Background: an optimization exercise with open tools, aiming at small area, a short achievable clock period and few clock cycles. Do not read the settings as production practice. Function was checked by simulation only, so behaviour that the tests miss may differ from the original. Power figures rest on the tool's default switching activity, not on a simulated workload.

--- run.sh ---
#!/bin/bash
# synth_recipe.tcl (not shown) runs the flow's synth.tcl, then flattens the netlist and writes it again
# the make line also repeats each setting of config.mk as NAME=value (left out here)
make -C /OpenROAD-flow-scripts/flow DESIGN_CONFIG=/design/flow/config.mk WORK_HOME=/design/flow/orfs CLKGATE_MAP_FILE= SYNTH_SCRIPT=/design/flow/synth_recipe.tcl finish
--- config.mk ---
export PLATFORM = sky130hd
export DESIGN_NAME = cpu
export DESIGN_NICKNAME = cpu
export VERILOG_FILES = /design/flow/design.v
export SDC_FILE = /design/flow/constraint.sdc
export NUM_CORES = 4
export LEC_CHECK = 0
export ABC_AREA = 1
export CAP_MARGIN = 20
export CORE_MARGIN = 2
export CORE_UTILIZATION = 40
export SETUP_SLACK_MARGIN = 3.4
export SLEW_MARGIN = 20
--- constraint.sdc ---
create_clock -name core_clock -period 6.0 [get_ports {clk}]
set_input_delay 1.2000 -clock core_clock [delete_from_list [all_inputs] [get_ports {clk}]]
set_output_delay 1.2000 -clock core_clock [all_outputs]
set_load 0.01 [all_outputs]
--- design.v ---
module cpu(clk,reset,read_data,out,N,V,Z,mem_cmd,mem_addr);
input clk, reset;
input [15:0] read_data;
output reg [1:0] mem_cmd;
output reg [8:0] mem_addr;
output reg [15:0] out;
output reg N, V, Z;
reg        c_fetch;    
reg        d_valid;    
reg        halted;
reg  [8:0] fpc;        
reg  [8:0] xpc;        
reg        smc;        
reg        ld1_v, ld2_v;
reg  [2:0] ld1_rd, ld2_rd;
reg        e_valid;    
reg        e_haz;      
reg        e_ldw;      
reg        e_wr;       
reg  [2:0] e_wa;
reg        e_pass;     
reg  [1:0] e_op;       
reg        e_cmp, e_ldr, e_str, e_halt;
reg  [4:0] e_imm5;
reg [15:0] a, b;
wire flush = (e_valid & e_haz) | smc;
wire exec  = e_valid & ~flush & ~halted;
wire [15:0] sum = a + (b ^ {16{e_op[0]}}) + {15'b0, e_op[0]};
reg  [15:0] res;
always @(*) begin
  if (e_pass) res = b;
  else case (e_op)
    2'b10: res = a & b;
    2'b11: res = ~b;
    default: res = sum;
  endcase
end
wire [8:0] ea = a[8:0] + {{4{e_imm5[4]}}, e_imm5};
wire       we_x = exec & e_wr;
wire       we   = we_x | e_ldw;
wire       mem_x = exec & (e_ldr | e_str);
reg  [15:0] rf [0:7];
integer k;
always @(posedge clk)
  for (k = 0; k < 8; k = k + 1)
    if (we && e_wa == k) rf[k] <= res;
always @(posedge clk) begin
  if (exec & e_cmp) begin
    Z <= (a == b);
    N <= sum[15];
    V <= (a[15] ^ b[15]) & (sum[15] ^ a[15]);
  end
end
wire [15:0] ir = read_data;
wire is_mem  = ~ir[15] | ~(ir[14] | ir[13]);    
wire is_ldr  = ~ir[15];
wire is_str  = ir[15] & ~ir[14] & ~ir[13];
wire is_halt = ir[15] & ir[14] & ir[13];
wire is_mov  = ir[15] & ir[14] & ~ir[13];       
wire is_alu  = ir[15] & ~ir[14] & ir[13];       
wire is_movi = is_mov & ir[12];
wire use_rn  = is_mem | (is_alu & ~(ir[12] & ir[11]));
wire use_rm  = (is_mov & ~ir[12]) | is_alu;
wire [2:0] rn = ir[10:8], rd = ir[7:5], rm = ir[2:0];
wire [2:0] rb = is_str ? rd : rm;
wire [1:0] sh = is_mem ? 2'b00 : ir[4:3];
function [15:0] shf;
  input [15:0] x;
  input [1:0] s;
  case (s)
    2'b00: shf = x;
    2'b01: shf = {x[14:0], 1'b0};
    2'b10: shf = {1'b0, x[15:1]};
    default: shf = {x[15], x[15:1]};
  endcase
endfunction
function pend;
  input [2:0] r;
  pend = (e_valid & e_ldr & (e_wa == r)) | (ld1_v & (ld1_rd == r));
endfunction
wire haz_d = (use_rn & pend(rn)) | (use_rm & pend(rm)) | (is_str & pend(rd));
wire fwd_a = we & (e_wa == rn);
wire fwd_b = we & (e_wa == rb);
wire [15:0] a_d = fwd_a ? res : rf[rn];
wire [15:0] b_early = ld2_v ? read_data : is_movi ? {{8{ir[7]}}, ir[7:0]} : shf(rf[rb], sh);
wire [15:0] b_d = (fwd_b & ~ld2_v & ~is_movi) ? shf(res, sh) : b_early;
always @(posedge clk) begin
  a <= a_d;
  b <= b_d;
  e_haz  <= haz_d;
  e_wr   <= is_mov | (is_alu & ~(~ir[12] & ir[11]));
  e_wa   <= ld2_v ? ld2_rd : is_movi ? rn : rd;
  e_pass <= ld2_v | is_mov;
  e_op   <= ir[12:11];
  e_cmp  <= is_alu & ~ir[12] & ir[11];
  e_ldr  <= is_ldr;
  e_str  <= is_str;
  e_halt <= is_halt;
  e_imm5 <= ir[4:0];
  ld1_rd <= e_wa; ld2_rd <= ld1_rd;
end
wire [8:0] xpc1 = xpc + 9'd1;
wire [8:0] xpc2 = xpc + 9'd2;
always @(posedge clk) out <= b;
always @(posedge clk) begin
  if (reset) begin
    mem_cmd <= 2'b01; mem_addr <= 9'd0; c_fetch <= 1'b1;
    fpc <= 9'd1; xpc <= 9'd0;
    d_valid <= 1'b0; e_valid <= 1'b0; e_ldw <= 1'b0; halted <= 1'b0; smc <= 1'b0;
    ld1_v <= 1'b0; ld2_v <= 1'b0;
  end else begin
    d_valid <= c_fetch & ~flush;
    e_valid <= d_valid & ~flush;
    smc     <= mem_x & e_str & ((ea == xpc1) | (ea == xpc2));
    if (exec) xpc <= xpc1;
    ld1_v <= mem_x & e_ldr;
    ld2_v <= ld1_v & ~(we_x & (e_wa == ld1_rd));
    e_ldw <= ld2_v & ~(we_x & (e_wa == ld2_rd));
    if (halted | (exec & e_halt)) begin
      halted <= 1'b1; mem_cmd <= 2'b00; c_fetch <= 1'b0;
    end else if (flush) begin
      mem_cmd <= 2'b01; mem_addr <= xpc; c_fetch <= 1'b1; fpc <= xpc1;
    end else if (mem_x) begin
      mem_cmd <= e_str ? 2'b10 : 2'b01; mem_addr <= ea; c_fetch <= 1'b0;
    end else begin
      mem_cmd <= 2'b01; mem_addr <= fpc; c_fetch <= 1'b1; fpc <= fpc + 9'd1;
    end
  end
end
endmodule
==> flow_summary.json, run 1 <==
{
  "design.core.area_um2": 34400,
  "dp_cells": 2212,
  "wirelength_mm": 47.0,
  "ys_ff_latch": 239,
  "crit_fanout": 7,
  "first_pass_iters": 9,
  "hold_viol_final": 0,
  "cp-start-kind": "primary input",
  "grtUsageTotal_pct": 24.9,
  "grt_pass1_wl_mm": 70.2,
  "antenna_found_initial": 0,
  "clk_pin_slew_ns": 0.06,
  "final_nets": 1931,
  "avgSynthCellArea_um2": 7.86,
  "insertedDiodeCount": 0,
  "outcome": "finished clean",
  "synth_edf_count": 131,
  "route.vias.total": 13300,
  "cts_made_buffers": 27,
  "synthFlopType": "edfxtp_1",
  "fin_skew_ns": 0.0208,
  "fmax_ghz": 0.379,
  "numClockSinks": 239,
  "place_area_um2": 14700,
  "rsz0062_at_grt": "true",
  "synth_nets": 1826,
  "layout_min_cycle_time_ns": 2.64,
  "mappedNetlistArea_um2": 13900,
  "cts_hold_buf": 0,
  "initial_utilization_pct": 40.4,
  "final_area_um2": 17500,
  "dieHeight_um": 190,
  "whs_ns": 0.424,
  "tightest_slew_ns": 0.833,
  "via_per_inst": 5.67,
  "synth-async-reset-ratio_pct": 0,
  "cts_buffer_depth": 3,
  "drive_gt1_share_pct": 18.5,
  "io_buffers": 47,
  "htreeDepth": 1,
  "critical_path_class": "in2reg",
  "hp-class": "reg2reg",
  "cts_tree": "built",
  "critical_path_required_ns": 6.49,
  "wl_per_cell_um": 20.0,
  "grt_max_degree": 42,
  "place_congestion": 0.904,
  "die_w_um": 190,
  "grt_overflow": 0,
  "pwr_density_cell_nw_per_um2": 294,
  "yosysUniqueCellTypes": 52,
  "syn_to_final_growth_pct": 26.0,
  "clock_latency_ns": 0.56,
  "post-route-period-util_pct": 44.0,
  "nFillCells": 3250,
  "dpl.hpwl_mm": 29.9,
  "stdcell_count": 2345,
  "setup_tns_ns": 0,
  "drtAntennaViolNets": 0,
  "grt_pass1_vias": 12400,
  "io_pins": 48,
  "cts_root_buffer": "clkbuf_16",
  "initialDrtViolationCount": 1618,
  "max-cap-violations": 0,
  "ys_warn_count": 2,
  "cp-end-kind": "flop",
  "p_leak_nw": 7.64,
  "setup_viol": 0,
  "max_slew_margin_pct": 44.5,
  "peakVddDrop_mv": 0.201,
  "arrival_ns": 3.13,
  "rows": 68,
  "die_area_um2": 36200,
  "drv_slew": 0,
  "yosysSeqAreaShare_pct": 43.9,
  "drc_errors": 0,
  "syn_inst": 1764
}
## routing by layer
| metal | vias up | wire, µm | global-route usage (%) |
|---|---|---|---|
| met5 | - | 0 | 0 |
| met4 | 0 | 1770 | 8.94 |
| met3 | 130 | 3680 | 3.29 |
| met2 | 631 | 21900 | 41.1 |
| met1 | 6305 | 19600 | 33.6 |
| li1 | 6237 | - | - |
## power by group
| part | switching [mW] | internal [mW] | leakage, nW | total, mW |
|---|---|---|---|---|
| combinational | 0.912 | 0.526 | 5.11 | 1.44 |
| clock | 0.706 | 1.01 | 0.448 | 1.71 |
| sequential | 0.103 | 1.89 | 2.08 | 1.99 |
## area by class of cell
cell class | count | area, µm² | area share, %
Clock buffer | 33 | 739 | 4.23
Clock inverter | 17 | 175 | 1.00
Inverter | 265 | 1030 | 5.87
Multi-Input combinational cell | 1200 | 7420 | 42.5
Sequential cell | 239 | 6110 | 35.0
Tap cell | 455 | 569 | 3.26
Timing Repair Buffer | 135 | 1430 | 8.18
Timing Repair inverter | 1 | 7.51 | 0.0430
## cell families after synthesis
kind of cell	after synthesis	synth area share, %
AO/OA/AOI/OAI	314	13.4
XOR/XNOR	60	3.79
adder cells (fa/ha/maj)	44	4.08
buffers and inverters	337	10.0
flip-flops	239	43.9
multiplexers	1	0.0812
AND/OR/NAND/NOR	769	24.6
## cells in the mapped netlist, types with 2 or more instances
cell,instances,area [µm²]
nand2_1,366,1370
inv_1,258,968
nand3_1,139,696
edfxtp_1,131,3930
nor2_1,128,480
dfxtp_1,108,2160
a21oi_1,93,465
o21ai_0,77,385
nand4_1,74,463
o22ai_1,58,363
xor2_1,47,412
ha_1,42,526
clkbuf_1,29,109
a31oi_1,24,150
buf_2,24,120
o211ai_1,19,143
nor4_1,14,87.6
nor3_1,13,65.1
xnor2_1,13,114
a221oi_1,10,87.6
buf_6,9,101
nor2_2,9,56.3
buf_4,7,52.6
nand2_2,7,43.8
o2111ai_1,6,52.6
a211oi_1,5,37.5
inv_2,5,18.8
nand3b_1,5,37.5
o21a_1,5,37.5
o21ai_1,5,25.0
and2_1,3,18.8
nor2_4,3,33.8
or2_2,3,18.8
a22oi_1,2,15.0
buf_1,2,7.51
fa_1,2,40.0
nand3_2,2,20.0
o21ai_4,2,32.5
o221ai_1,2,17.5
## metrics by stage
stage / util (%) / worst slack, ns / total power, mW
finish: 50.8 / 3.36 / 5.14
global placement: 42.8 / 1.70 / 3.12
global route: 50.8 / 3.32 / 5.38
floorplan: - / 2.90 / 2.76
CTS: 47.8 / 3.39 / 4.95
detailed placement: 42.8 / 1.67 / 3.14
## path summary, 6_finish.rpt
kind	startpoint	endpoint	slack [ns]	depth (start not counted)
max	read_data[13]	b[14]	3.36	14
min	c_fetch	d_valid	0.42	2
max reg2reg	e_op[0]	b[3]	3.38	13
min reg2reg	c_fetch	d_valid	0.42	2
## timing repair
item | CTS | global route
gates resized for setup | 165 | 187
endpoints found under the setup margin | 327 | 201
pin swaps | 16 | 77
buffers inserted | 29 | 37
cloned | 13 | 4
## state kept, by name, summed over array words and instances, names as in the netlist, 3 cells and up
name and cells:
rf 128, a 16, b 16, out 16, fpc 9, mem_addr 9
xpc 9, e_imm5 5, e_wa 3, ld1_rd 3, ld2_rd 3
## critical path: stages
cell	delay, ns
buf_12	0.11
nor2_4	0.25
buf_6	0.14
buf_6	0.09
nand3_4	0.18
nand2_8	0.21
nand3_4	0.14
o21ai_0	0.19
nor2_1	0.06
nand2_1	0.13
nand3_1	0.12
nand3_2	0.11
nand2_2	0.05
a21oi_2	0.12
## placed cells by master (no fill, tap or decap), types with 8 or more instances in the layout
master and count:
buf_12 15, nand2_1 321, nor2_1 108, inv_2 9
buf_6 17, edfxtp_1 131, o21ai_1 11, nand3_4 13
a21oi_2 9, o22ai_1 58, nand3_2 27, o21ai_0 70
nor3_1 10, nor4_2 8, nand2_4 15, buf_4 51
nand2_8 11, ha_1 40, o211ai_1 19, nand4_1 74
nand2_2 37, a221oi_1 10, dfxtp_1 100, a31oi_1 22
nand3_1 102, xnor2_1 13, dlygate4sd2_1 27, xor2_1 43
a21oi_1 82, nor2_2 18, inv_1 245, nor2_4 15
clkbuf_16 31
Testbench counts, summed over its fixed seeds: cycles 13,053.
==> run 2, diff against run 1 <==
--- a/config.mk
+++ b/config.mk
@@ -8,6 +8,9 @@
 export ABC_AREA = 1
 export CAP_MARGIN = 20
 export CORE_MARGIN = 2
-export CORE_UTILIZATION = 40
-export SETUP_SLACK_MARGIN = 3.4
+export CORE_UTILIZATION = 55
+export CTS_CLUSTER_DIAMETER = 100
+export CTS_CLUSTER_SIZE = 25
+export PLACE_DENSITY = 0.65
+export SETUP_SLACK_MARGIN = 3.2
 export SLEW_MARGIN = 20
==> flow_summary.json, run 2 <==
{
  "outcome": "finished clean",
  "final_nets": 1902,
  "drc_errors": 0,
  "cts_hold_buf": 0,
  "initialDrtViolationCount": 1651,
  "p_int_mw": 2.84,
  "max_slew_margin_pct": 48.1,
  "muxShareOfSynthArea_pct": 0.0812,
  "setup_viol": 0,
  "synth-async-reset-ratio_pct": 0,
  "wirelength_mm": 45.1,
  "final_cell_mix": "nand2_1 (341), inv_1 (247), edfxtp_1 (131), nand3_1 (126), nor2_1 (119)",
  "grt_pass1_wl_mm": 68.8,
  "die_area_um2": 26500,
  "place_area_um2": 14500,
  "ys_warn_count": 2,
  "seq_power_share_pct": 45.7,
  "cts_made_buffers": 14,
  "hold_viol_final": 0,
  "yosysSeqAreaShare_pct": 43.9,
  "yosys.area_share.simple_pct": 24.6,
  "pwr_density_cell_nw_per_um2": 269,
  "die_w_um": 163,
  "peakVddDrop_mv": 0.312,
  "drive_gt1_share_pct": 12.0,
  "drtAntennaViolNets": 0,
  "synth_top_family_by_area": "simple AND/OR/NAND/NOR gates",
  "io_pins": 48,
  "crit_fanout": 15,
  "syn_inst": 1764,
  "mappedNetlistArea_um2": 13900,
  "drv_slew": 0,
  "avgSynthCellArea_um2": 7.86,
  "cp_cell_sequence": "clkbuf_4 -> inv_2 -> nor3_2 -> nand2_4 -> nand2_2 -> inv_4 -> nand3_2 -> nor2_4 -> inv_2 -> nand2_2 -> a21oi_1 -> nand2_1 -> nand2_1 -> inv_1",
  "stdcell_count": 2178,
  "initial_utilization_pct": 55.6,
  "fin_skew_ns": 0.0315,
  "cts_tree": "built",
  "setup_tns_ns": 0,
  "critical_path_class": "in2reg",
  "power_mw": 4.36,
  "regMostFlops": "rf",
  "hp-class": "reg2reg",
  "cp-start-kind": "primary input",
  "first_pass_iters": 6,
  "synth_nets": 1826,
  "ys_ff_latch": 239,
  "rows": 58,
  "swShare_pct": 34.9,
  "syn_to_final_growth_pct": 16.6,
  "grtUsageTotal_pct": 33.5,
  "synth_xor_area_share_pct": 3.79,
  "dp_cells": 2087,
  "dieHeight_um": 163,
  "place_congestion": 0.943,
  "yosysUniqueCellTypes": 52,
  "wl_per_cell_um": 20.7,
  "synth.most_common_cell": "nand2_1",
  "htreeDepth": 1,
  "final_area_um2": 16200,
  "crit_slowest_cell": "clkbuf_4",
  "clkPwrFrac_pct": 24.3,
  "synth_top_area_share_pct": 28.4,
  "antenna_found_initial": 0,
  "tightest_slew_ns": 0.777,
  "route.vias.total": 13200,
  "layout_min_cycle_time_ns": 2.75,
  "combPwrFrac_pct": 30.0,
  "rsz0062_at_grt": "true",
  "grt_pass1_vias": 12000,
  "dpl.hpwl_mm": 29.4,
  "cp_top_family": "simple AND/OR/NAND/NOR gates",
  "largest_reg_flops": 128,
  "final_common_cell": "nand2_1",
  "post-route-period-util_pct": 45.8,
  "synth_edf_count": 131,
  "synth_common_cells": "nand2_1 (366), inv_1 (258), nand3_1 (139)",
  "p_leak_nw": 7.05,
  "synth-compound-area-share_pct": 13.4,
  "yosysTopAreaCell": "edfxtp_1",
  "arrival_ns": 3.16,
  "design.core.area_um2": 25000,
  "numClockSinks": 239,
  "insertedDiodeCount": 0,
  "max-cap-violations": 0,
  "switching_power_mw": 1.52,
  "cts_root_buffer": "clkbuf_16",
  "critPathBufInv": 5,
  "io_buffers": 47,
  "grt_overflow": 0,
  "clock_latency_ns": 0.51,
  "via_per_inst": 6.04,
  "cts_buffer_depth": 3,
  "grt_max_degree": 32,
  "critical_path_required_ns": 6.41,
  "clk_pin_slew_ns": 0.10,
  "nFillCells": 2151,
  "slowest_delay_ns": 0.28,
  "fmax_ghz": 0.364,
  "synthFlopType": "edfxtp_1",
  "synth_area_leaders": "edfxtp_1 (28%), dfxtp_1 (16%), nand2_1 (9.9%), inv_1 (7.0%), nand3_1 (5.0%)",
  "synth-adder-area-share_pct": 4.08,
  "cp-end-kind": "flop"
}
run 2: cell counts after synthesis:
No cell type changed its count.
run 2: worst paths after layout:
check	cells after the start	slack, ns	end	from
min reg2reg	2	0.43	e_valid	d_valid
max reg2reg	16	3.32	a[15]	b[2]
min	2	0.43	e_valid	d_valid
max	14	3.25	b[15]	read_data[15]
run 2: layout make-up:
class | count | area (µm²) | share of cell area (%)
tap | 330 | 413 | 2.55
sequential | 239 | 6100 | 37.7
multi-input combinational | 1203 | 7070 | 43.7
clock inverter | 3 | 41.3 | 0.255
timing repair inverter | 1 | 5.00 | 0.0309
inverter | 265 | 1020 | 6.33
timing repair buffer | 116 | 1110 | 6.89
clock buffer | 21 | 408 | 2.52
run 2: worst register-to-register path: cells and delay by family (launching register included):
family	cells	cell delay, ns
fa+ha+maj	1	0.39
compound gates	1	0.22
simple gates	12	1.29
flops	1	0.50
buf+inv	1	0.07
xor+xnor	1	0.12
run 2: cell families after synthesis:
group                      after synthesis
muxes                                    1
buffers and inverters                  337
adders and majority gates               44
AOI/OAI and AO/OA                      314
DFF                                    239
xor gates and xnor gates                60
and+or+nand+nor                        769
run 2: what timing repair did:
action / 4_1_cts / 5_1_grt
pin swaps: 15 / 11
buffers inserted: 32 / 19
endpoints found under the setup margin: 146 / 239
cloned: 13 / 3
resized for setup: 103 / 64
run 2: stage by stage:
| stage | hold WS (ns) | worst slack (ns) | utilization (%) |
|---|---|---|---|
| 6_report | 0.428 | 3.25 | 64.8 |
| 5_1_grt | 0.451 | 3.15 | 64.8 |
| 4_1_cts | 0.431 | 3.17 | 63.4 |
| 3_5_place_dp | 0.417 | 1.46 | 58.3 |
| 3_3_place_gp | 0.411 | 1.50 | 58.3 |
| 2_1_floorplan | 0.329 | 2.90 | - |
run 2: routing by layer:
layer  routed length (µm)  GRT usage, %  vias to the layer above  part of all wire, %
met2                20700          54.6                      717                   46
met1                18300          44.9                     6105                   41
met4                 2140          14.0                        0                  4.8
met3                 3970          4.84                      159                  8.8
li1                     -             -                     6173                    -
met5                    0             0                        -                    0
run 2: power groups by stage:
stage	Combinational, mW	Sequential [mW]	Clock [mW]
2_1_floorplan	0.772	1.99	0
3_3_place_gp	1.10	2.03	0
3_5_place_dp	1.12	2.03	0
4_1_cts	1.20	1.99	1.07
5_1_grt	1.44	2.00	1.13
6_report	1.31	1.99	1.06
==> run 3, diff against run 2 <==
--- a/design.v
+++ b/design.v
@@ -46,18 +46,18 @@
     if (we && e_wa == k) rf[k] <= res;
 always @(posedge clk) begin
   if (exec & e_cmp) begin
-    Z <= (a == b);
+    Z <= (sum == 16'b0);
     N <= sum[15];
     V <= (a[15] ^ b[15]) & (sum[15] ^ a[15]);
   end
 end
 wire [15:0] ir = read_data;
-wire is_mem  = ~ir[15] | ~(ir[14] | ir[13]);    
-wire is_ldr  = ~ir[15];
-wire is_str  = ir[15] & ~ir[14] & ~ir[13];
-wire is_halt = ir[15] & ir[14] & ir[13];
-wire is_mov  = ir[15] & ir[14] & ~ir[13];       
-wire is_alu  = ir[15] & ~ir[14] & ir[13];       
+wire is_ldr  = ~ir[15];                         
+wire is_str  = ~(ir[14] | ir[13]);              
+wire is_mem  = is_ldr | is_str;
+wire is_halt = ir[15] & ir[14] & ir[13];        
+wire is_mov  = ir[14] & ~ir[13];                
+wire is_alu  = ~ir[14] & ir[13];                
 wire is_movi = is_mov & ir[12];
 wire use_rn  = is_mem | (is_alu & ~(ir[12] & ir[11]));
 wire use_rm  = (is_mov & ~ir[12]) | is_alu;
@@ -82,8 +82,8 @@
 wire fwd_a = we & (e_wa == rn);
 wire fwd_b = we & (e_wa == rb);
 wire [15:0] a_d = fwd_a ? res : rf[rn];
-wire [15:0] b_early = ld2_v ? read_data : is_movi ? {{8{ir[7]}}, ir[7:0]} : shf(rf[rb], sh);
-wire [15:0] b_d = (fwd_b & ~ld2_v & ~is_movi) ? shf(res, sh) : b_early;
+wire [15:0] b_sh = shf(fwd_b ? res : rf[rb], sh);
+wire [15:0] b_d = ld2_v ? read_data : is_movi ? {{8{ir[7]}}, ir[7:0]} : b_sh;
 always @(posedge clk) begin
   a <= a_d;
   b <= b_d;
@@ -100,7 +100,6 @@
   ld1_rd <= e_wa; ld2_rd <= ld1_rd;
 end
 wire [8:0] xpc1 = xpc + 9'd1;
-wire [8:0] xpc2 = xpc + 9'd2;
 always @(posedge clk) out <= b;
 always @(posedge clk) begin
   if (reset) begin
@@ -111,7 +110,7 @@
   end else begin
     d_valid <= c_fetch & ~flush;
     e_valid <= d_valid & ~flush;
-    smc     <= mem_x & e_str & ((ea == xpc1) | (ea == xpc2));
+    smc     <= mem_x & e_str & ((ea[8:6] == xpc[8:6]) | (&xpc[5:1] & (ea[8:6] == xpc[8:6] + 3'd1)));
     if (exec) xpc <= xpc1;
     ld1_v <= mem_x & e_ldr;
     ld2_v <= ld1_v & ~(we_x & (e_wa == ld1_rd));
--- a/config.mk
+++ b/config.mk
@@ -8,9 +8,6 @@
 export ABC_AREA = 1
 export CAP_MARGIN = 20
 export CORE_MARGIN = 2
-export CORE_UTILIZATION = 55
-export CTS_CLUSTER_DIAMETER = 100
-export CTS_CLUSTER_SIZE = 25
-export PLACE_DENSITY = 0.65
-export SETUP_SLACK_MARGIN = 3.2
+export CORE_UTILIZATION = 40
+export SETUP_SLACK_MARGIN = 3.4
 export SLEW_MARGIN = 20
==> flow_summary.json, run 3 <==
{
  "outcome": "finished clean",
  "critPathBufInv": 8,
  "yosysUniqueCellTypes": 56,
  "finish.utilization_pct": 51.8,
  "avgSynthCellArea_um2": 8.23,
  "place_area_um2": 13700,
  "cp-end-kind": "flop",
  "critical_path_class": "in2reg",
  "cts_buffer_depth": 3,
  "initialDrtViolationCount": 1293,
  "clock_latency_ns": 0.55,
  "dp_cells": 1962,
  "cts_tree": "built",
  "synth_top_area_share_pct": 30.7,
  "grt_pass1_vias": 11300,
  "p_leak_nw": 7.04,
  "hp-class": "reg2reg",
  "reg2reg_depth": 12,
  "drive_gt1_share_pct": 20.1,
  "post-route-period-util_pct": 47.0,
  "r2r-start": "e_op[0]",
  "cts_hold_buf": 0,
  "crit_fanout": 7,
  "first_pass_iters": 6,
  "wirelength_mm": 42.7,
  "tightest_slew_ns": 0.975,
  "yosysTopAreaCell": "edfxtp_1",
  "clk_pin_slew_ns": 0.07,
  "drv_slew": 0,
  "rows": 65,
  "arrival_ns": 3.24,
  "synth-async-reset-ratio_pct": 0,
  "via_per_inst": 5.59,
  "syn_to_final_growth_pct": 27.8,
  "stdcell_count": 2102,
  "synth_nets": 1604,
  "grt_overflow": 0,
  "wl_per_cell_um": 20.3,
  "yosysSeqAreaShare_pct": 47.6,
  "route.vias.total": 11800,
  "layout_min_cycle_time_ns": 2.82,
  "fin_skew_ns": 0.0141,
  "setup_viol": 0,
  "regMostFlops": "rf",
  "die_w_um": 183,
  "reg2reg_to": "a[11]",
  "synth_edf_count": 131,
  "grt_pass1_wl_mm": 64.7,
  "final_area_um2": 16400,
  "ys_warn_count": 2,
  "pwr_density_cell_nw_per_um2": 300,
  "dieHeight_um": 183,
  "max_slew_margin_pct": 34.7,
  "synth.most_common_cell": "nand2_1",
  "wl_met2_mm": 19.6,
  "cts_made_buffers": 26,
  "cp.depth": 19,
  "drtAntennaViolNets": 0,
  "grt_max_degree": 31,
  "grtUsageTotal_pct": 25.2,
  "critical_path_required_ns": 6.42,
  "die_area_um2": 33400,
  "syn_inst": 1556,
  "place_congestion": 0.927,
  "holdPathEnd": "out[13]",
  "rrSetupSlack_ns": 3.32,
  "cp_cell_sequence": "buf_8 -> nor2_4 -> buf_12 -> buf_12 -> inv_8 -> nand2_8 -> nand2_8 -> buf_6 -> nand3_4 -> buf_12 -> buf_6 -> buf_4 -> o22ai_2 -> nor2_1 -> nand4_1 -> nand3_1 -> nand2_1 -> nand2_1 -> nand2_1",
  "setup_tns_ns": 0,
  "crit_slowest_cell": "nand4_1",
  "numClockSinks": 239,
  "final_nets": 1730,
  "cts_root_buffer": "clkbuf_16",
  "synthFlopType": "edfxtp_1",
  "initial_utilization_pct": 40.6,
  "cp_top_family": "simple AND/OR/NAND/NOR gates",
  "wl_met1_mm": 17.1,
  "dpl.hpwl_mm": 26.1,
  "final_common_cell": "nand2_1",
  "min_path_cells": 0,
  "antenna_found_initial": 0,
  "fmax_ghz": 0.355,
  "final_cell_mix": "nand2_1 (272), inv_1 (201), nor2_1 (143), edfxtp_1 (131), dfxtp_1 (107)",
  "synth_area_leaders": "edfxtp_1 (31%), dfxtp_1 (17%), nand2_1 (9.1%), inv_1 (6.3%), nor2_1 (4.5%)",
  "hold_path_startpoint": "b[13]",
  "rsz0062_at_grt": "true",
  "cp-start-kind": "primary input",
  "insertedDiodeCount": 0,
  "dr.max_layer_used": "met4",
  "drc_errors": 0,
  "htreeDepth": 1,
  "hold_viol_final": 0,
  "max-cap-violations": 0,
  "largest_reg_flops": 128,
  "ys_ff_latch": 239,
  "peakVddDrop_mv": 0.181,
  "synth_common_cells": "nand2_1 (310), inv_1 (215), nor2_1 (152)",
  "io_buffers": 47,
  "io_pins": 48,
  "mappedNetlistArea_um2": 12800,
  "met3_length_mm": 3.80,
  "power_mw": 4.90,
  "slowest_delay_ns": 0.22,
  "design.core.area_um2": 31600
}
run 3: cell types whose count changed in the layout (fill, tap and decap cells not counted), sizes merged, moves of 15 or more:
| cell | change |
|---|---|
| nor2 | +15 |
| nand3 | -43 |
| clkdlybuf4s50 | -20 |
| nand4 | -61 |
| o22ai | +15 |
| nand2 | -63 |
| buf | +36 |
| inv | -39 |
run 3: worst max path at each step:
stage	from	endpoint	slack, ns
6_report	read_data[13]	b[14]	3.18
5_1_grt	read_data[13]	b[0]	3.14
4_1_cts	read_data[14]	b[13]	3.32
3_5_place_dp	read_data[13]	b[11]	1.75
3_3_place_gp	read_data[13]	b[11]	1.81
2_1_floorplan	e_valid	rf[1][0]	2.88
run 3: final cells by class:
cell class	instances	area, µm²
multi-input combinational	1038	6430
timing repair inverter	3	22.5
clock buffer	30	687
fill	2875	15200
clock inverter	16	125
timing repair buffer	149	1610
inverter	225	883
tap	402	503
sequential	239	6100
run 3: metal layers:
metal | vias to the layer above | global-route usage, %
met5 | - | 0
met4 | 0 | 12.0
met3 | 160 | 4.98
met2 | 604 | 41.3
met1 | 5473 | 31.9
li1 | 5522 | -
run 3: report_power, final:
part | leakage, nW | internal (mW) | switching [mW]
logic | 4.57 | 0.512 | 0.848
clock network | 0.394 | 0.897 | 0.664
registers | 2.08 | 1.89 | 0.0895
run 3: stage by stage:
stage                     hold WS, ns  setup WS, ns
after detailed placement        0.387          1.75
after floorplan                 0.329          2.88
final                           0.371          3.18
after global placement          0.389          1.81
after CTS                       0.379          3.32
after global routing            0.391          3.14
run 3: what timing repair did:
| action | in CTS | in global routing |
|---|---|---|
| pin swaps | 57 | 39 |
| gates cloned | 14 | 1 |
| buffers inserted | 59 | 20 |
| gates resized for setup | 183 | 87 |
| endpoints found under the setup margin | 156 | 130 |
run 3: cells by family (layout without fill, tap and decap cells):
group	Yosys count	count (layout)	share of synthesized area [%]
adders and majority gates	30	30	3.05
xor gates and xnor gates	60	60	4.11
and+or+nand+nor	624	629	21.2
DFF	239	239	47.6
buffers and inverters	284	423	8.98
AOI/OAI and AO/OA	319	319	15.1
Testbench counts of run 3, summed over its fixed seeds: cycles 13,053.
==> run 4, diff against run 3 <==
--- a/config.mk
+++ b/config.mk
@@ -8,6 +8,7 @@
 export ABC_AREA = 1
 export CAP_MARGIN = 20
 export CORE_MARGIN = 2
-export CORE_UTILIZATION = 40
-export SETUP_SLACK_MARGIN = 3.4
+export CORE_UTILIZATION = 65
+export PLACE_DENSITY = 0.75
+export SETUP_SLACK_MARGIN = 3.5
 export SLEW_MARGIN = 20
==> flow_summary.json, run 4 <==
{
  "synthFlopType": "edfxtp_1",
  "regMostFlops": "rf",
  "synth.most_common_cell": "nand2_1",
  "drtAntennaViolNets": 0,
  "design.core.area_um2": 19400,
  "grt_pass1_wl_mm": 64.5,
  "clock_latency_ns": 0.53,
  "tightest_slew_ns": 0.942,
  "via_per_inst": 6.73,
  "swShare_pct": 34.3,
  "syn_to_final_growth_pct": 29.2,
  "cts_made_buffers": 25,
  "initial_utilization_pct": 66.0,
  "cts_buffer_depth": 3,
  "synth-async-reset-ratio_pct": 0,
  "dr.max_layer_used": "met4",
  "r2r-start": "e_op[0]",
  "cp-start-kind": "primary input",
  "critical_path_class": "in2reg",
  "yosysSeqAreaShare_pct": 47.6,
  "final_cell_mix": "nand2_1 (252), inv_1 (201), nor2_1 (141), edfxtp_1 (131), dfxtp_1 (105)",
  "switching_power_mw": 1.78,
  "layout_min_cycle_time_ns": 2.97,
  "critical_path_required_ns": 6.47,
  "cp-end-kind": "flop",
  "pre_cts_slack_ns": 1.88,
  "die_w_um": 144,
  "synth_nets": 1604,
  "outcome": "finished clean",
  "io_buffers": 47,
  "met3_length_mm": 6.08,
  "io_pins": 48,
  "drc_errors": 0,
  "clk_pin_slew_ns": 0.06,
  "slowest_delay_ns": 0.32,
  "synth_common_cells": "nand2_1 (310), inv_1 (215), nor2_1 (152)",
  "critPathLaunch": "read_data[13]",
  "path_common_cell": "nand2_1",
  "fin_skew_ns": 0.0148,
  "seq_power_share_pct": 38.7,
  "reg2reg_depth": 20,
  "drv_slew": 0,
  "yosysTopAreaCell": "edfxtp_1",
  "dieHeight_um": 144,
  "crit_fanout": 13,
  "final_nets": 1721,
  "reg2reg_to": "b[14]",
  "rrSetupSlack_ns": 3.15,
  "htreeDepth": 1,
  "p_leak_nw": 7.03,
  "rsz0062_at_grt": "true",
  "post-route-period-util_pct": 49.4,
  "drive_gt1_share_pct": 23.1,
  "antenna_found_initial": 0,
  "rows": 51,
  "fmax_ghz": 0.337,
  "first_pass_iters": 12,
  "syn_inst": 1556,
  "synth_top_area_share_pct": 30.7,
  "grt_max_degree": 31,
  "wirelength_mm": 47.3,
  "crit_slowest_cell": "o21ai_0",
  "insertedDiodeCount": 0,
  "hold_viol_final": 0,
  "cts_tree": "built",
  "max-cap-violations": 0,
  "setup_slack_ns": 3.03,
  "initialDrtViolationCount": 1992,
  "yosysUniqueCellTypes": 56,
  "hp-class": "reg2reg",
  "grt_pass1_vias": 11700,
  "synth_edf_count": 131,
  "clkPwrFrac_pct": 30.2,
  "wl_met1_mm": 16.0,
  "avgSynthCellArea_um2": 8.23,
  "combPwrFrac_pct": 31.1,
  "cts_root_buffer": "clkbuf_16",
  "place_congestion": 1.01,
  "numClockSinks": 239,
  "pwr_density_cell_nw_per_um2": 314,
  "grtUsageTotal_pct": 41.2,
  "ys_ff_latch": 239,
  "largest_reg_flops": 128,
  "die_area_um2": 20800,
  "cp_cell_sequence": "buf_8 -> nor2_4 -> buf_12 -> buf_16 -> nand2_2 -> o21ai_4 -> buf_4 -> nand3_4 -> o21ai_0 -> nor2_1 -> nand2_1 -> nand3_4 -> nand2_4 -> nand2_2 -> nand2_1 -> nand2_1 -> nand2_1 -> nand2_1 -> nand2_1",
  "mappedNetlistArea_um2": 12800,
  "setup_viol": 0,
  "dpl.hpwl_mm": 26.2,
  "grt_overflow": 0,
  "final_common_cell": "nand2_1",
  "peakVddDrop_mv": 0.305,
  "ys_warn_count": 2,
  "wl_met2_mm": 21.0,
  "wl_per_cell_um": 24.2,
  "setup_tns_ns": 0,
  "synth_area_leaders": "edfxtp_1 (31%), dfxtp_1 (17%), nand2_1 (9.1%), inv_1 (6.3%), nor2_1 (4.5%)",
  "arrival_ns": 3.43,
  "max_slew_margin_pct": 37.1,
  "route.vias.total": 13200,
  "crit_path_end": "b[14]",
  "p_int_mw": 3.42
}
## run 4: cell type report
type	count	area, µm²
Inverter	225	886
Clock inverter	12	134
Timing Repair inverter	3	18.8
Tap cell	265	332
Sequential cell	239	6100
Fill cell	1063	2860
Timing Repair Buffer	141	1500
Multi-Input combinational cell	1038	6890
Clock buffer	32	682
## run 4: per-stage QoR
step | hold slack, ns | instances | total power, mW | instance area [µm²] | utilization, %
floorplan | 0.329 | 1556 | 2.72 | 12900 | -
global placement | 0.385 | 1824 | 3.05 | 13600 | 69.9
detailed placement | 0.384 | 1825 | 3.07 | 13600 | 69.9
CTS | 0.387 | 1942 | 4.77 | 15700 | 80.9
global route | 0.448 | 1955 | 5.33 | 16500 | 85.2
finish | 0.432 | 1955 | 5.20 | 16500 | 85.2
## run 4: what timing repair did
| action | CTS | global route |
|---|---|---|
| hold buffers | 0 | 0 |
| resized for setup | 188 | 156 |
| setup buffers | 61 | 12 |
| gates cloned | 12 | 1 |
| pin swaps | 38 | 49 |
| endpoints found under the setup margin | 240 | 202 |
## run 4: layer usage
layer / global-route usage [%] / up-vias
met5: 0 / -
met4: 25.9 / 0
met2: 65.0 / 1268
li1: - / 5482
met3: 10.4 / 427
met1: 50.9 / 5979
## run 4: how the worst min path moves through the flow
stage               cells past startpoint  slack (ns)    start        end
floorplan                               0        0.33  e_wa[1]  ld1_rd[1]
global placement                        0        0.38    b[11]    out[11]
detailed placement                      0        0.38    b[11]    out[11]
CTS                                     0        0.39    b[11]    out[11]
global route                            0        0.45     b[0]     out[0]
finish                                  0        0.43     b[0]     out[0]
## run 4: logic make-up after synthesis
family	share of synthesized area, %
AND/OR/NAND/NOR	21.2
adder cells (fa/ha/maj)	3.05
flip-flops	47.6
XOR/XNOR	4.11
AO/OA/AOI/OAI	15.1
buffers and inverters	8.98
## run 4: critical path: cells and delay by family
kind | cells | cell delay [ns]
AND/OR/NAND/NOR | 13 | 1.26
buffers and inverters | 4 | 0.53
AO/OA/AOI/OAI | 2 | 0.44
## run 4: power by group through the flow
stage	Sequential, mW	Clock (mW)	Combinational, mW
final	2.01	1.57	1.62
after global routing	2.02	1.63	1.69
after CTS	1.99	1.55	1.23
after detailed placement	2.02	0	1.05
after global placement	2.02	0	1.03
after floorplan	1.99	0	0.734
==> run 5, diff against run 4 <==
--- a/config.mk
+++ b/config.mk
@@ -8,7 +8,7 @@
 export ABC_AREA = 1
 export CAP_MARGIN = 20
 export CORE_MARGIN = 2
-export CORE_UTILIZATION = 65
-export PLACE_DENSITY = 0.75
+export CORE_UTILIZATION = 55
+export PLACE_DENSITY = 0.65
 export SETUP_SLACK_MARGIN = 3.5
 export SLEW_MARGIN = 20
==> flow_summary.json, run 5 <==
{
  "outcome": "finished clean",
  "clk_pin_slew_ns": 0.07,
  "pwr_density_cell_nw_per_um2": 305,
  "wirelength_mm": 43.1,
  "critical_path_required_ns": 6.43,
  "numClockSinks": 239,
  "cts_buffer_depth": 3,
  "synth_top_area_share_pct": 30.7,
  "syn_to_final_growth_pct": 29.2,
  "insertedDiodeCount": 0,
  "route.vias.total": 12100,
  "p_leak_nw": 7.00,
  "io_buffers": 47,
  "grtUsageTotal_pct": 34.1,
  "clock_latency_ns": 0.55,
  "drtAntennaViolNets": 0,
  "cp-start-kind": "primary input",
  "cp_top_family": "simple AND/OR/NAND/NOR gates",
  "first_pass_iters": 5,
  "ys_ff_latch": 239,
  "syn_inst": 1556,
  "hp-class": "reg2reg",
  "tightest_slew_ns": 0.893,
  "max_slew_margin_pct": 40.4,
  "pre_cts_slack_ns": 1.85,
  "crit_slowest_cell": "a21oi_1",
  "cp_cell_sequence": "buf_8 -> nor2_4 -> buf_12 -> buf_4 -> o21ai_4 -> buf_4 -> nand3_4 -> clkinvlp_4 -> a21oi_1 -> nand3_1 -> o21bai_1 -> nand2_1 -> nand2_1 -> nand3_1 -> nand2_1 -> nand2_1",
  "regMostFlops": "rf",
  "grt_pass1_vias": 11000,
  "max-cap-violations": 0,
  "hold_viol_final": 0,
  "final_cell_mix": "nand2_1 (242), inv_1 (200), nor2_1 (135), edfxtp_1 (131), dfxtp_1 (106)",
  "design.core.area_um2": 22700,
  "synthFlopType": "edfxtp_1",
  "final_nets": 1729,
  "dpl.hpwl_mm": 27.4,
  "setup_viol": 0,
  "yosysTopAreaCell": "edfxtp_1",
  "ys_warn_count": 2,
  "synth_common_cells": "nand2_1 (310), inv_1 (215), nor2_1 (152)",
  "grt_overflow": 0,
  "setup_slack_ns": 3.32,
  "nFillCells": 1719,
  "cts_root_buffer": "clkbuf_16",
  "die_area_um2": 24500,
  "slowest_delay_ns": 0.22,
  "io_pins": 48,
  "initialDrtViolationCount": 1228,
  "largest_reg_flops": 128,
  "rows": 55,
  "via_per_inst": 6.07,
  "layout_min_cycle_time_ns": 2.68,
  "wl_per_cell_um": 21.7,
  "fin_skew_ns": 0.0227,
  "synth.most_common_cell": "nand2_1",
  "place_congestion": 0.962,
  "critPathBufInv": 5,
  "setup_tns_ns": 0,
  "final_common_cell": "nand2_1",
  "cp-end-kind": "flop",
  "synth_area_leaders": "edfxtp_1 (31%), dfxtp_1 (17%), nand2_1 (9.1%), inv_1 (6.3%), nor2_1 (4.5%)",
  "drc_errors": 0,
  "die_w_um": 157,
  "crit_fanout": 6,
  "cts_tree": "built",
  "critical_path_class": "in2reg",
  "yosysUniqueCellTypes": 56,
  "antenna_found_initial": 0,
  "peakVddDrop_mv": 0.317,
  "dieHeight_um": 157,
  "grt_pass1_wl_mm": 63.6,
  "drv_slew": 0,
  "yosysSeqAreaShare_pct": 47.6,
  "post-route-period-util_pct": 44.7,
  "path_common_cell": "nand2_1",
  "drive_gt1_share_pct": 24.3,
  "arrival_ns": 3.11,
  "synth-async-reset-ratio_pct": 0,
  "htreeDepth": 1,
  "synth_edf_count": 131,
  "avgSynthCellArea_um2": 8.23,
  "grt_max_degree": 31,
  "fmax_ghz": 0.373,
  "initial_utilization_pct": 56.4,
  "mappedNetlistArea_um2": 12800,
  "rsz0062_at_grt": "true",
  "synth_nets": 1604,
  "cts_made_buffers": 27
}
## run 5: worst paths after layout
check,from,to,slack (ns),depth (start not counted)
min reg2reg,b[12],out[12],0.41,0
max reg2reg,e_op[0],b[14],3.44,21
max,read_data[13],b[11],3.32,16
min,b[12],out[12],0.41,0
## run 5: cell families after synthesis
family / count (synthesis) / share of synthesized area [%]
XOR/XNOR: 60 / 4.11
AO/OA/AOI/OAI: 319 / 15.1
flip-flops: 239 / 47.6
buffers and inverters: 284 / 8.98
AND/OR/NAND/NOR: 624 / 21.2
adder cells (fa/ha/maj): 30 / 3.05
## run 5: what timing repair did
action	CTS	global route
resized for setup	219	152
setup endpoints to repair	287	273
setup buffers	60	21
hold buffers	0	0
pin swaps	63	68
cloned	10	2
## run 5: layout make-up
class	count	area (µm²)	share of cell area (%)
well taps	285	357	2.16
clock buffers	33	708	4.28
flip-flops and latches	239	6100	36.9
repair buffers	147	1490	9.02
inverters	225	892	5.39
repair inverters	4	26.3	0.159
multi-input cells	1037	6880	41.6
clock inverters	16	88.8	0.537
## run 5: per-stage QoR
step	total power [mW]	cell area [µm²]	util [%]	cells	hold slack, ns
2_1_floorplan	2.72	12900	-	1556	0.329
3_3_place_gp	3.08	13600	59.8	1844	0.389
3_5_place_dp	3.08	13600	59.8	1844	0.385
4_1_cts	4.78	15700	69.3	1963	0.389
5_1_grt	5.24	16500	72.8	1986	0.417
6_report	5.04	16500	72.8	1986	0.412
## run 5: per-layer routing
| layer | part of all wire, % | global-route usage [%] | vias to the layer above |
|---|---|---|---|
| li1 | - | - | 5514 |
| met5 | 0 | 0 | - |
| met2 | 45 | 54.2 | 710 |
| met4 | 5.1 | 14.1 | 0 |
| met1 | 40 | 46.5 | 5650 |
| met3 | 9.5 | 5.57 | 189 |
## run 5: power breakdown
group / total (mW) / switching (mW) / leakage, nW / internal [mW]
combinational: 1.53 / 0.934 / 4.55 / 0.592
clock: 1.51 / 0.676 / 0.369 / 0.836
sequential: 2.00 / 0.111 / 2.08 / 1.89
## run 5: worst register-to-register path, delay by kind of cell (launching register included)
kind,cells,cell delay (ns)
simple gates,15,1.14
compound gates,1,0.17
xor+xnor,1,0.18
fa+ha+maj,1,0.26
buf+inv,3,0.39
flops,1,0.39
==> run 6, diff against run 5 <==
--- a/config.mk
+++ b/config.mk
@@ -9,6 +9,8 @@
 export CAP_MARGIN = 20
 export CORE_MARGIN = 2
 export CORE_UTILIZATION = 55
+export CTS_CLUSTER_DIAMETER = 100
+export CTS_CLUSTER_SIZE = 25
 export PLACE_DENSITY = 0.65
 export SETUP_SLACK_MARGIN = 3.5
 export SLEW_MARGIN = 20
==> flow_summary.json, run 6 <==
{
  "insertedDiodeCount": 0,
  "nFillCells": 1716,
  "drtAntennaViolNets": 0,
  "clk_pin_slew_ns": 0.10,
  "cts_made_buffers": 13,
  "synth_nets": 1604,
  "whs_ns": 0.429,
  "synth.most_common_cell": "nand2_1",
  "initial_utilization_pct": 56.4,
  "wirelength_mm": 43.9,
  "antenna_found_initial": 0,
  "dpl.hpwl_mm": 27.4,
  "hp-class": "reg2reg",
  "drc_errors": 0,
  "pwr_density_cell_nw_per_um2": 280,
  "cts_root_buffer": "clkbuf_16",
  "layout_min_cycle_time_ns": 2.74,
  "synth-async-reset-ratio_pct": 0,
  "peakVddDrop_mv": 0.307,
  "clock_latency_ns": 0.51,
  "synth_common_cells": "nand2_1 (310), inv_1 (215), nor2_1 (152)",
  "grt_pass1_vias": 11000,
  "tightest_slew_ns": 0.975,
  "synth_edf_count": 131,
  "max-cap-violations": 0,
  "cts_tree": "built",
  "numClockSinks": 239,
  "htreeDepth": 1,
  "fmax_ghz": 0.364,
  "die_area_um2": 24500,
  "design.core.area_um2": 22700,
  "syn_to_final_growth_pct": 28.2,
  "max_slew_margin_pct": 34.9,
  "critical_path_required_ns": 6.40,
  "rows": 55,
  "first_pass_iters": 6,
  "grtUsageTotal_pct": 34.4,
  "p_leak_nw": 6.84,
  "die_w_um": 157,
  "dieHeight_um": 157,
  "final_cell_mix": "nand2_1 (234), inv_1 (198), nor2_1 (134), edfxtp_1 (131), dfxtp_1 (106)",
  "ys_ff_latch": 239,
  "grt_pass1_wl_mm": 63.9,
  "cp-end-kind": "flop",
  "io_pins": 48,
  "hold_viol_final": 0,
  "cts_buffer_depth": 3,
  "yosysUniqueCellTypes": 56,
  "rsz0062_at_grt": "true",
  "final_nets": 1722,
  "route.vias.total": 12000,
  "arrival_ns": 3.15,
  "setup_tns_ns": 0,
  "wl_per_cell_um": 22.4,
  "synth_top_area_share_pct": 30.7,
  "critical_path_class": "in2reg",
  "regMostFlops": "rf",
  "syn_inst": 1556,
  "largest_reg_flops": 128,
  "io_buffers": 47,
  "setup_viol": 0,
  "drv_slew": 0,
  "final_common_cell": "nand2_1",
  "drive_gt1_share_pct": 24.9,
  "place_congestion": 0.962,
  "initialDrtViolationCount": 1337,
  "ys_warn_count": 2,
  "synthFlopType": "edfxtp_1",
  "mappedNetlistArea_um2": 12800,
  "cp-start-kind": "primary input",
  "yosysSeqAreaShare_pct": 47.6,
  "outcome": "finished clean",
  "fin_skew_ns": 0.0363,
  "via_per_inst": 6.13,
  "synth_area_leaders": "edfxtp_1 (31%), dfxtp_1 (17%), nand2_1 (9.1%), inv_1 (6.3%), nor2_1 (4.5%)",
  "grt_max_degree": 31,
  "grt_overflow": 0,
  "yosysTopAreaCell": "edfxtp_1",
  "post-route-period-util_pct": 45.7,
  "avgSynthCellArea_um2": 8.23,
  "crit_fanout": 7
}
-- run 6: cell counts after synthesis --
No cell type changed its count.
-- run 6: logic make-up after synthesis --
kind of cell    count (synthesis)  share of synthesized area, %
compound gates                319                          15.1
xor+xnor                       60                          4.11
fa+ha+maj                      30                          3.05
buf+inv                       284                          8.98
flops                         239                          47.6
simple gates                  624                          21.2
-- run 6: path summary, 6_finish.rpt --
kind	startpoint	endpoint	slack (ns)	cells after the start
max	read_data[13]	b[2]	3.26	19
min	d_valid	e_valid	0.43	2
max reg2reg	e_op[0]	b[14]	3.38	20
min reg2reg	d_valid	e_valid	0.43	2
-- run 6: where the power goes --
part,switching [mW],total (mW),internal [mW]
clock,0.545,0.961,0.416
combinational,0.994,1.63,0.639
sequential,0.115,2.00,1.89
total,1.65,4.60,2.95
-- run 6: stage by stage --
| stage | util (%) | power [mW] | instance area [µm²] | setup slack (ns) | instances |
|---|---|---|---|---|---|
| after floorplan | - | 2.72 | 12900 | 2.88 | 1556 |
| after global placement | 59.8 | 3.08 | 13600 | 1.95 | 1844 |
| after detailed placement | 59.8 | 3.08 | 13600 | 1.85 | 1844 |
| after CTS | 68.0 | 4.27 | 15400 | 3.39 | 1942 |
| after global routing | 72.2 | 4.78 | 16400 | 3.14 | 1965 |
| final | 72.2 | 4.60 | 16400 | 3.26 | 1965 |
-- run 6: cell type report --
cell class / count / area (µm²) / share of cell area (%)
inverters: 225 / 906 / 5.52
repair buffers: 150 / 1490 / 9.09
repair inverters: 4 / 23.8 / 0.145
multi-input cells: 1041 / 7150 / 43.6
well taps: 285 / 357 / 2.17
clock buffers: 19 / 348 / 2.12
flip-flops and latches: 239 / 6100 / 37.2
clock inverters: 2 / 25.0 / 0.153
-- run 6: critical path: stages --
cell	delay, ns
buf_8	0.10
nor2_4	0.15
buf_12	0.14
buf_6	0.10
o21ai_4	0.07
buf_12	0.15
nand2_4	0.07
nand2_4	0.05
nor2_4	0.15
buf_6	0.12
nand3_4	0.20
o21ai_2	0.12
inv_1	0.07
nand2_2	0.08
nand2_2	0.09
nand2_1	0.07
nand2_1	0.07
nor2_1	0.08
nor2_1	0.04
-- run 6: per-layer routing --
metal	share of wire, %	up-vias	GRT usage, %
met5	0	-	0
met4	5.6	0	15.9
met3	8.8	184	4.93
met2	46	712	55.3
met1	40	5647	46.2
li1	-	5496	-
-- run 6: what timing repair did --
action | 4_1_cts | 5_1_grt
pin swaps | 53 | 76
hold buffers | 0 | 0
cloned | 14 | 2
resized for setup | 252 | 162
setup buffers | 63 | 21
setup endpoints to repair | 281 | 134
==> run 7, diff against run 6 <==
--- a/config.mk
+++ b/config.mk
@@ -12,5 +12,5 @@
 export CTS_CLUSTER_DIAMETER = 100
 export CTS_CLUSTER_SIZE = 25
 export PLACE_DENSITY = 0.65
-export SETUP_SLACK_MARGIN = 3.5
+export SETUP_SLACK_MARGIN = 3.2
 export SLEW_MARGIN = 20
==> flow_summary.json, run 7 <==
{
  "outcome": "finished clean",
  "fmax_ghz": 0.361,
  "dp_cells": 1845,
  "ys_warn_count": 2,
  "grt_max_degree": 31,
  "die_w_um": 157,
  "syn_to_final_growth_pct": 17.8,
  "htreeDepth": 1,
  "die_area_um2": 24500,
  "cts_made_buffers": 13,
  "hp-class": "reg2reg",
  "setup_tns_ns": 0,
  "pre_cts_slack_ns": 1.77,
  "io_buffers": 47,
  "dpl.hpwl_mm": 26.6,
  "hold_viol_final": 0,
  "final_common_cell": "nand2_1",
  "drc_errors": 0,
  "p_leak_nw": 6.42,
  "grt_overflow": 0,
  "via_per_inst": 5.97,
  "cts_tree": "built",
  "rsz0062_at_grt": "true",
  "dieHeight_um": 157,
  "numClockSinks": 239,
  "setup_slack_ns": 3.23,
  "rows": 55,
  "synth_edf_count": 131,
  "synth.most_common_cell": "nand2_1",
  "insertedDiodeCount": 0,
  "place_congestion": 0.973,
  "antenna_found_initial": 2,
  "peakVddDrop_mv": 0.292,
  "drive_gt1_share_pct": 14.6,
  "cts_buffer_depth": 3,
  "syn_inst": 1556,
  "arrival_ns": 3.16,
  "initial_utilization_pct": 56.4,
  "wirelength_mm": 40.5,
  "cts_root_buffer": "clkbuf_16",
  "stdcell_count": 1932,
  "grt_pass1_vias": 10400,
  "clock_latency_ns": 0.49,
  "io_pins": 48,
  "layout_min_cycle_time_ns": 2.77,
  "post-route-period-util_pct": 46.2,
  "final_cell_mix": "nand2_1 (289), inv_1 (205), nor2_1 (148), edfxtp_1 (131), dfxtp_1 (106)",
  "largest_reg_flops": 128,
  "finish.utilization_pct": 66.4,
  "drtAntennaViolNets": 0,
  "crit_fanout": 5,
  "final_area_um2": 15100,
  "yosysUniqueCellTypes": 56,
  "grtUsageTotal_pct": 31.9,
  "power_mw": 4.20,
  "route.vias.total": 11500,
  "wl_per_cell_um": 21.0,
  "design.core.area_um2": 22700,
  "drv_slew": 0,
  "mappedNetlistArea_um2": 12800,
  "pwr_density_cell_nw_per_um2": 278,
  "regMostFlops": "rf",
  "yosysSeqAreaShare_pct": 47.6,
  "grt_pass1_wl_mm": 59.9,
  "synth_common_cells": "nand2_1 (310), inv_1 (215), nor2_1 (152)",
  "clk_pin_slew_ns": 0.10,
  "place_area_um2": 13500,
  "synth_area_leaders": "edfxtp_1 (31%), dfxtp_1 (17%), nand2_1 (9.1%), inv_1 (6.3%), nor2_1 (4.5%)",
  "setup_viol": 0,
  "synth-async-reset-ratio_pct": 0,
  "initialDrtViolationCount": 1268,
  "ys_ff_latch": 239,
  "whs_ns": 0.398,
  "synth_top_area_share_pct": 30.7,
  "max-cap-violations": 0,
  "cp-end-kind": "flop",
  "avgSynthCellArea_um2": 8.23,
  "synthFlopType": "edfxtp_1",
  "first_pass_iters": 6,
  "max_slew_margin_pct": 36.5,
  "yosysTopAreaCell": "edfxtp_1",
  "tightest_slew_ns": 0.949,
  "cp-start-kind": "primary input",
  "fin_skew_ns": 0.0210,
  "final_nets": 1689,
  "critical_path_required_ns": 6.39,
  "synth_nets": 1604,
  "critical_path_class": "in2reg"
}
run 7: what timing repair did:
action                     CTS  global route
gates resized for setup     80           112
buffers inserted            31            28
pin swaps                   11            26
hold buffers                 0             0
cloned                       2             5
setup endpoints to repair  165            68
run 7: worst max-delay path, cell delays in order:
cell and delay (ns):
buf_8 0.10, nor2_4 0.17, buf_6 0.17, buf_6 0.11, o21ai_4 0.10, buf_6 0.14
nand3_4 0.09, clkinvlp_4 0.20, buf_4 0.19, a21oi_1 0.13, nand2_1 0.09, nand2_2 0.11
nand2_2 0.08, nand2_1 0.06, nand2_1 0.06, nor2_1 0.10, nor2_1 0.05
run 7: final timing paths:
path | end | start | slack (ns) | cells after the start
min reg2reg | out[12] | b[12] | 0.40 | 0
max reg2reg | a[14] | e_valid | 3.32 | 12
max | b[4] | read_data[14] | 3.23 | 17
min | out[12] | b[12] | 0.40 | 0
run 7: cells by family (layout without fill, tap and decap cells):
kind of cell	count (synthesis)	in the layout	share of synthesized area, %
buf+inv	284	372	8.98
simple gates	624	627	21.2
xor+xnor	60	60	4.11
compound gates	319	319	15.1
flops	239	239	47.6
fa+ha+maj	30	30	3.05
run 7: layer usage:
metal,GRT usage (%),wire length (µm),part of all wire [%],up-vias
met1,44.5,16600,41,5374
met2,51.4,18700,46,628
li1,-,-,-,5408
met3,4.18,3650,9.0,124
met5,0,0,0,-
met4,11.2,1560,3.9,0
run 7: where the power goes:
| part | switching, mW | internal [mW] |
|---|---|---|
| logic | 0.795 | 0.468 |
| registers | 0.0961 | 1.89 |
| clock network | 0.526 | 0.422 |
| total | 1.42 | 2.78 |
run 7: final cells by class:
cell class | count | area (µm²)
clock buffer | 19 | 358
clock inverter | 2 | 12.5
fill | 1900 | 7630
inverter | 225 | 883
multi-input combinational | 1036 | 6100
sequential | 239 | 6100
tap | 285 | 357
timing repair buffer | 123 | 1250
timing repair inverter | 3 | 21.3
==> run 8, diff against run 7 <==
--- a/config.mk
+++ b/config.mk
@@ -12,5 +12,5 @@
 export CTS_CLUSTER_DIAMETER = 100
 export CTS_CLUSTER_SIZE = 25
 export PLACE_DENSITY = 0.65
-export SETUP_SLACK_MARGIN = 3.2
+export SETUP_SLACK_MARGIN = 3.1
 export SLEW_MARGIN = 20
==> flow_summary.json, run 8 <==
{
  "seq_power_share_pct": 47.7,
  "final_cell_mix": "nand2_1 (293), inv_1 (206), nor2_1 (148), edfxtp_1 (131), dfxtp_1 (106)",
  "arrival_ns": 3.33,
  "ys_ff_latch": 239,
  "yosysUniqueCellTypes": 56,
  "p_int_mw": 2.75,
  "grt_pass1_vias": 10500,
  "setup_slack_ns": 3.10,
  "pre_cts_slack_ns": 1.77,
  "grtUsageTotal_pct": 32.2,
  "max_slew_margin_pct": 39.2,
  "drtAntennaViolNets": 0,
  "dpl.hpwl_mm": 26.6,
  "switching_power_mw": 1.41,
  "final_nets": 1681,
  "outcome": "finished clean",
  "rsz0062_at_grt": "true",
  "numClockSinks": 239,
  "via_per_inst": 5.99,
  "synth_nets": 1604,
  "critical_path_required_ns": 6.43,
  "setup_viol": 0,
  "hold_path_startpoint": "b[12]",
  "swShare_pct": 33.8,
  "htreeDepth": 1,
  "syn_inst": 1556,
  "synth.most_common_cell": "nand2_1",
  "dieHeight_um": 157,
  "synth_common_cells": "nand2_1 (310), inv_1 (215), nor2_1 (152)",
  "grt_overflow": 0,
  "syn_to_final_growth_pct": 16.0,
  "cts_tree": "built",
  "setup_tns_ns": 0,
  "design.core.area_um2": 22700,
  "holdPathEnd": "out[12]",
  "clk_pin_slew_ns": 0.10,
  "grt_max_degree": 31,
  "fin_skew_ns": 0.0213,
  "r2r-start": "e_op[0]",
  "die_area_um2": 24500,
  "combPwrFrac_pct": 29.4,
  "post-route-period-util_pct": 48.3,
  "clock_latency_ns": 0.49,
  "clkPwrFrac_pct": 22.9,
  "fmax_ghz": 0.345,
  "pwr_density_cell_nw_per_um2": 280,
  "tightest_slew_ns": 0.908,
  "cts_hold_buf": 0,
  "route.vias.total": 11500,
  "mappedNetlistArea_um2": 12800,
  "drc_errors": 0,
  "initial_utilization_pct": 56.4,
  "cts_buffer_depth": 3,
  "rrSetupSlack_ns": 3.22,
  "die_w_um": 157,
  "largest_reg_flops": 128,
  "cts_root_buffer": "clkbuf_16",
  "synth-async-reset-ratio_pct": 0,
  "io_buffers": 47,
  "yosysTopAreaCell": "edfxtp_1",
  "first_pass_iters": 5,
  "reg2reg_depth": 14,
  "regMostFlops": "rf",
  "antenna_found_initial": 3,
  "cts_made_buffers": 13,
  "yosysSeqAreaShare_pct": 47.6,
  "layout_min_cycle_time_ns": 2.90,
  "min_path_cells": 0,
  "crit_fanout": 7,
  "cp-start-kind": "primary input",
  "drive_gt1_share_pct": 13.2,
  "drv_slew": 0,
  "grt_pass1_wl_mm": 60.4,
  "wirelength_mm": 40.6,
  "avgSynthCellArea_um2": 8.23,
  "synthFlopType": "edfxtp_1",
  "hold_viol_final": 0,
  "cp-end-kind": "flop",
  "synth_top_area_share_pct": 30.7,
  "wl_per_cell_um": 21.1,
  "peakVddDrop_mv": 0.296,
  "final_common_cell": "nand2_1",
  "ys_warn_count": 2,
  "rows": 55,
  "place_congestion": 0.973,
  "initialDrtViolationCount": 1357,
  "p_leak_nw": 6.35,
  "critical_path_class": "in2reg",
  "synth_area_leaders": "edfxtp_1 (31%), dfxtp_1 (17%), nand2_1 (9.1%), inv_1 (6.3%), nor2_1 (4.5%)",
  "io_pins": 48,
  "synth_edf_count": 131,
  "hp-class": "reg2reg",
  "nFillCells": 1929,
  "reg2reg_to": "a[8]",
  "max-cap-violations": 0
}
-- run 8: stage by stage --
stage / std cells / util [%] / hold slack [ns] / cell area (µm²) / power (mW)
after floorplan: 1556 / - / 0.329 / 12800 / 2.71
after global placement: 1845 / 59.4 / 0.390 / 13500 / 3.06
after detailed placement: 1845 / 59.4 / 0.387 / 13500 / 3.07
after CTS: 1894 / 63.2 / 0.396 / 14400 / 4.05
after global routing: 1924 / 65.4 / 0.404 / 14800 / 4.34
final: 1925 / 65.4 / 0.405 / 14800 / 4.16
-- run 8: layer usage --
metal / routed length [µm] / share of wire (%) / vias to the layer above / GRT usage [%]
met4: 1510 / 3.7 / 2 / 11.8
met2: 18600 / 46 / 645 / 51.5
li1: - / - / 5401 / -
met3: 3670 / 9.0 / 138 / 4.60
met5: 13 / 0.032 / - / 0
met1: 16800 / 41 / 5337 / 44.8
-- run 8: cells by family (layout without fill, tap and decap cells) --
group	Yosys count	in the layout	share of synthesized area (%)
buffers and inverters	284	363	8.98
and+or+nand+nor	624	628	21.2
xor gates and xnor gates	60	60	4.11
adders and majority gates	30	30	3.05
DFF	239	239	47.6
AOI/OAI and AO/OA	319	319	15.1
other	0	1	0
-- run 8: layout make-up --
type	count	area [µm²]	area share (%)
Multi-Input combinational cell	1037	6000	40.4
Timing Repair inverter	2	16.3	0.110
Timing Repair Buffer	115	1120	7.58
Sequential cell	239	6100	41.1
Inverter	225	877	5.91
Tap cell	285	357	2.40
Clock buffer	19	358	2.41
Antenna cell	1	2.50	0.0169
Clock inverter	2	12.5	0.0843
-- run 8: timing repair --
| item | 4_1_cts | 5_1_grt |
|---|---|---|
| gates cloned | 3 | 5 |
| setup buffers | 25 | 25 |
| hold endpoints to repair | 0 | 0 |
| gates resized for setup | 65 | 86 |
| endpoints found under the setup margin | 125 | 72 |
| pin swaps | 10 | 19 |
-- run 8: worst max path at each step --
stage,start,end,slack (ns),cells after the start
2_1_floorplan,e_valid,rf[1][0],2.88,9
3_3_place_gp,read_data[14],b[11],1.82,15
3_5_place_dp,read_data[14],b[14],1.77,18
4_1_cts,e_op[0],b[10],3.02,17
5_1_grt,e_op[0],a[13],3.06,16
6_report,read_data[1],b[14],3.10,16
-- run 8: power by group through the flow --
stage | logic (mW) | registers, mW | clock network (mW)
floorplan | 0.722 | 1.99 | 0
global placement | 1.04 | 2.02 | 0
detailed placement | 1.05 | 2.02 | 0
CTS | 1.10 | 1.98 | 0.961
global route | 1.34 | 1.99 | 1.01
finish | 1.22 | 1.98 | 0.953
-- run 8: critical path, cell delays in order --
cell and delay [ns]:
clkdlybuf4s15_2 0.34, inv_1 0.14, o21ai_4 0.27, buf_4 0.20, nand3_4 0.17, o21ai_0 0.24
nor2_1 0.08, nand2_1 0.07, nand3_1 0.12, nand2_1 0.13, nand2_1 0.06, nand2_1 0.09
nand2_1 0.05, nand2_1 0.06, nand2_1 0.05, nand2_1 0.06

static timing again, ports no longer ideal:
How much do the figures lean on ideal ports? The routed layouts below were timed once more, with nothing changed but the port constraints.
Step 1 sets driving cells, clkbuf_16 on the clock port and buf_2 on the other inputs (assumed; they add their load-dependent delay and slew).
Step 2 moves the port delays by t, midway between the first and last clock arrival at a register: inputs arrive t later, outputs are due t later. That takes back most of the time a late clock gives input paths.
Three values: no drivers, after step 1, after step 2; two values: the first two.
run	t (ns)	setup slack, ns	worst setup path after step 2	latest minus earliest clock arrival (ns)
run 1	0.605	3.359 / 3.359 / 2.754	input to register	0.021 / 0.022
run 2	0.539	3.252 / 3.277 / 2.738	input to register	0.032 / 0.032
run 3	0.595	3.183 / 3.190 / 2.595	input to register	0.015 / 0.014
run 4	0.571	3.034 / 3.038 / 2.467	input to register	0.018 / 0.018
run 5	0.584	3.321 / 3.305 / 2.721	input to register	0.023 / 0.024
run 6	0.546	3.256 / 3.249 / 2.702	input to register	0.043 / 0.043
run 7	0.530	3.229 / 3.235 / 2.705	input to register	0.027 / 0.027
run 8	0.532	3.102 / 3.120 / 2.588	input to register	0.026 / 0.026
After both steps every run listed still meets setup and hold. For run 1, which loses most, drivers alone change the setup slack by 0.000 ns; drivers and shift together by -0.605 ns.
